Source: an optimization exercise on an open RTL-to-GDS flow (aim: small area). Production flows keep margins and buffers that such runs may drop.
Where RTL was checked, it was by simulation tests only, not by an equivalence proof against the original.
Power and IR drop assume default switching activity.

## run 1
==> flow/design.v <==
package arp_packet_generator_package;
	localparam [7:0] PRE_BYTE = 8'h55;
	localparam [7:0] SFD = 8'hd5;
	localparam [15:0] ARP_ETHERTYPE = 16'h0806;
	localparam [15:0] HTYPE = 16'd1;
	localparam [15:0] PTYPE = 16'h0800;
	localparam [7:0] HLEN = 8'd6;
	localparam [7:0] PLEN = 8'd4;
endpackage
package crc_32_byte_package;
	localparam [31:0] CRC_POLY_REFL = 32'hedb88320;
endpackage
import crc_32_byte_package::*;
module crc_32_byte
(
	input wire [31:0] crc_in,
	input wire [7:0] idx,
	input wire fill,
	output logic [31:0] crc_next
);
	always_comb begin
		logic [31:0] c;
		c = {24'd0, idx};
		for (int i = 0; i < 8; i++)
			c = c[0] ? ((c >> 1) ^ CRC_POLY_REFL) : (c >> 1);
		crc_next = {{8{fill}}, crc_in[31:8]} ^ c;
	end
endmodule
import arp_packet_generator_package::*;
import crc_32_byte_package::*;
module arp_packet_generator
(
	input wire clk,
	input wire rst_n,
	input wire [47:0] src_mac_add,
	input wire [47:0] des_mac_add,
	input wire [31:0] src_ip_add,
	input wire [31:0] des_ip_add,
	input wire [15:0] operator,
	input wire req,
	output logic gmii_tx_en,
	output logic [7:0] gmii_txd
);
	logic [6:0] st;
	logic [7:0] ring_a [16];
	logic [7:0] ring_b [6];
	logic [31:0] crc;
	logic [31:0] crc_next;
	logic accept;
	logic sel_a, sel_b1, sel_b2, sel_fcs;
	logic [7:0] field_byte;
	logic [7:0] const_byte;
	logic crc_feed;
	logic [7:0] idx;
	assign accept = req && (st == 7'd0 || st == 7'd73);
	always_ff @(posedge clk or negedge rst_n) begin
		if (!rst_n)
			st <= 7'd0;
		else if (st == 7'd0 || st == 7'd73)
			st <= {6'd0, req};
		else
			st <= st + 7'd1;
	end
	always_ff @(posedge clk) begin
		if (accept) begin
			ring_a[9]  <= ~des_mac_add[47:40];
			ring_a[10] <= ~des_mac_add[39:32];
			ring_a[11] <= ~des_mac_add[31:24];
			ring_a[12] <= ~des_mac_add[23:16];
			ring_a[13] <= ~des_mac_add[15:8];
			ring_a[14] <= ~des_mac_add[7:0];
			ring_a[15] <= ~src_mac_add[47:40];
			ring_a[0]  <= ~src_mac_add[39:32];
			ring_a[1]  <= ~src_mac_add[31:24];
			ring_a[2]  <= ~src_mac_add[23:16];
			ring_a[3]  <= ~src_mac_add[15:8];
			ring_a[4]  <= ~src_mac_add[7:0];
			ring_a[5]  <= ~src_ip_add[31:24];
			ring_a[6]  <= ~src_ip_add[23:16];
			ring_a[7]  <= ~src_ip_add[15:8];
			ring_a[8]  <= ~src_ip_add[7:0];
			ring_b[5] <= ~operator[15:8];
			ring_b[0] <= ~operator[7:0];
			ring_b[1] <= ~des_ip_add[31:24];
			ring_b[2] <= ~des_ip_add[23:16];
			ring_b[3] <= ~des_ip_add[15:8];
			ring_b[4] <= ~des_ip_add[7:0];
		end else begin
			for (int i = 0; i < 16; i++)
				ring_a[i] <= ~ring_a[(i + 1) % 16];
			for (int i = 0; i < 6; i++)
				ring_b[i] <= ~ring_b[(i + 1) % 6];
		end
	end
	always_comb begin
		sel_a = (st >= 7'd10 && st <= 7'd21) || (st >= 7'd32 && st <= 7'd47);
		sel_b1 = (st == 7'd30 || st == 7'd31);
		sel_b2 = (st >= 7'd48 && st <= 7'd51);
		sel_fcs = (st >= 7'd70 && st <= 7'd73);
		crc_feed = (st >= 7'd10 && st <= 7'd69);
		case (st)
			7'd2, 7'd3, 7'd4, 7'd5, 7'd6, 7'd7, 7'd8: const_byte = PRE_BYTE;
			7'd9:  const_byte = SFD;
			7'd22: const_byte = ARP_ETHERTYPE[15:8];
			7'd23: const_byte = ARP_ETHERTYPE[7:0];
			7'd24: const_byte = HTYPE[15:8];
			7'd25: const_byte = HTYPE[7:0];
			7'd26: const_byte = PTYPE[15:8];
			7'd27: const_byte = PTYPE[7:0];
			7'd28: const_byte = HLEN;
			7'd29: const_byte = PLEN;
			default: const_byte = 8'd0;
		endcase
	end
	logic [7:0] tap_raw;
	assign tap_raw = ({8{sel_a}} & ring_a[0]) | ({8{sel_b1}} & ring_b[0]) |
	                 ({8{sel_b2}} & ring_b[2]);
	assign field_byte = tap_raw ^ {8{st[0] & (sel_a | sel_b1 | sel_b2)}};
	assign idx = {8{crc_feed}} & (crc[7:0] ^ gmii_txd);
	crc_32_byte u0
	(
		.crc_in(crc),
		.idx(idx),
		.fill(!crc_feed),
		.crc_next(crc_next)
	);
	always_ff @(posedge clk)
		crc <= crc_next;
	assign gmii_tx_en = (st >= 7'd2 && st <= 7'd73);
	assign gmii_txd = field_byte | const_byte | ({8{sel_fcs}} & ~crc[7:0]);
endmodule
Settings: LEC_CHECK=0, CAP_MARGIN=20, CORE_MARGIN=2, CORE_UTILIZATION=40, SETUP_SLACK_MARGIN=-0.45, SLEW_MARGIN=20; clock period 5.0 ns.
standard.sh (not shown) runs the stock make flow with config.mk's settings and CLKGATE_MAP_FILE= SYNTH_SCRIPT=/design/flow/synth_recipe.tcl, a recipe that flattens the netlist after the stock synthesis.
==> flow/flow/run.sh <==
#!/bin/bash
# Layout with the standard ORFS flow (standard.sh), with these changes:
#  - synthesis maps the logic with ABC's area mapper (flow/synth_area.tcl)
#    and leaves adders to ABC instead of mapping them to half-adder cells;
#  - the input and output ports get the smallest buffer (buf_1);
#  - clock tree synthesis inserts no dummy loads and uses clkbuf_4 buffers with clusters of at most 11 sinks within 60 um.
set -e
export FLOW_WORK=$PWD
sed "s#SYNTH_SCRIPT=[^ ]*#SYNTH_SCRIPT=$PWD/flow/synth_area.tcl#" standard.sh > standard_area.sh
grep -q "SYNTH_SCRIPT=$PWD/flow/synth_area.tcl" standard_area.sh
export ADDER_MAP_FILE=
export BUFFER_PORTS_ARGS="-buffer_cell sky130_fd_sc_hd__buf_1"
export CTS_ARGS="-sink_clustering_enable -repair_clock_nets -dont_use_dummy_load -buf_list {sky130_fd_sc_hd__clkbuf_4} -sink_clustering_size 11 -sink_clustering_max_diameter 60"
bash standard_area.sh > standard.log 2>&1
==> flow/flow/area.abc <==
strash
dch -f
amap
==> flow/flow/synth_area.tcl <==
# The standard synthesis (synth_recipe.tcl, which this sources unchanged),
# except that the technology mapping of the combinational logic uses ABC's
# area-oriented mapper (area.abc) instead of ORFS's delay-oriented script.
set area_abc_script [file join [file dirname [file normalize [info script]]] area.abc]
proc abc {args} {
  set i [lsearch -exact $args -script]
  if { $i >= 0 } {
    lset args [expr { $i + 1 }] $::area_abc_script
  }
  yosys abc {*}$args
}
source $::env(FLOW_WORK)/synth_recipe.tcl
Setup changes, run 1 to run 5
--- a/flow/design.v
+++ b/flow/design.v
@@ -93,10 +93,19 @@
 		end
 	end
+	always_ff @(posedge clk or negedge rst_n) begin
+		if (!rst_n) begin
+			sel_a <= 1'b0;
+			sel_b1 <= 1'b0;
+			sel_b2 <= 1'b0;
+			crc_feed <= 1'b0;
+		end else begin
+			sel_a <= (st >= 7'd9 && st <= 7'd20) || (st >= 7'd31 && st <= 7'd46);
+			sel_b1 <= (st == 7'd29 || st == 7'd30);
+			sel_b2 <= (st >= 7'd47 && st <= 7'd50);
+			crc_feed <= (st >= 7'd9 && st <= 7'd68);
+		end
+	end
 	always_comb begin
-		sel_a = (st >= 7'd10 && st <= 7'd21) || (st >= 7'd32 && st <= 7'd47);
-		sel_b1 = (st == 7'd30 || st == 7'd31);
-		sel_b2 = (st >= 7'd48 && st <= 7'd51);
 		sel_fcs = (st >= 7'd70 && st <= 7'd73);
-		crc_feed = (st >= 7'd10 && st <= 7'd69);
 		case (st)
 			7'd2, 7'd3, 7'd4, 7'd5, 7'd6, 7'd7, 7'd8: const_byte = PRE_BYTE;
==> run notes <==
Min sequential share of the synthesized area across run 1 and run 5: run 1. Clock network power share ended up 0.3 points higher on run 5 than on run 1. In run 5 relative to run 1, via count of the first global-routing pass had gone down slightly. [run 5 vs run 1] overall power: higher in run 5. Measured against each other, run 1 and run 5 differ in area added between synthesis and finish, the lower figure coming from run 5. Between run 1 and run 5, the flow reports number of nets in the layout decreasing slightly. Compared with run 1, run 5 shows setup slack of the critical path after layout higher by 0.33 ns. Against run 1, run 5 reports a synthesized area that is higher. Run 1 → run 5: sequential share of layout area up 1.4 points, transition time at the pin with the least slew margin up 0.058 ns, post-synthesis share of cell area spent on xor and xnor gates down 0.41 points.
For run 5, only the layout was checked, not whether the RTL still works.

[port drivers added, routing unchanged]
The flow's constraints put no driver on any port. The routed layouts listed below were extracted and timed again, unchanged, in two steps.
Step 1 (the two cells are an assumption about what drives the block):
set clk [get_ports {clk}]
set_driving_cell -lib_cell sky130_fd_sc_hd__clkbuf_16 $clk
set_driving_cell -lib_cell sky130_fd_sc_hd__buf_2 [delete_from_list [all_inputs] $clk]
Step 2 times the ports against the registers' clock, not the clock port: input delays grow and output delays shrink by t, the midpoint of the rising clock arrivals with the driver on.
Slacks: no drivers / after step 1 / after step 2; pairs: no drivers / after step 1.
run | t (ns) | slack for setup (ns) | hold slack, ns | latest minus earliest clock arrival (ns) | worst register clock-pin slew, ns
run 1 | 0.639 | 0.265 / 0.265 / 0.265 | 0.281 / 0.277 / 0.385 | 0.036 / 0.037 | 0.12 / 0.12
run 5 | 0.621 | 0.595 / 0.595 / 0.595 | 0.346 / 0.347 / 0.371 | 0.060 / 0.060 | 0.12 / 0.12
After both steps every run listed still meets setup and hold.
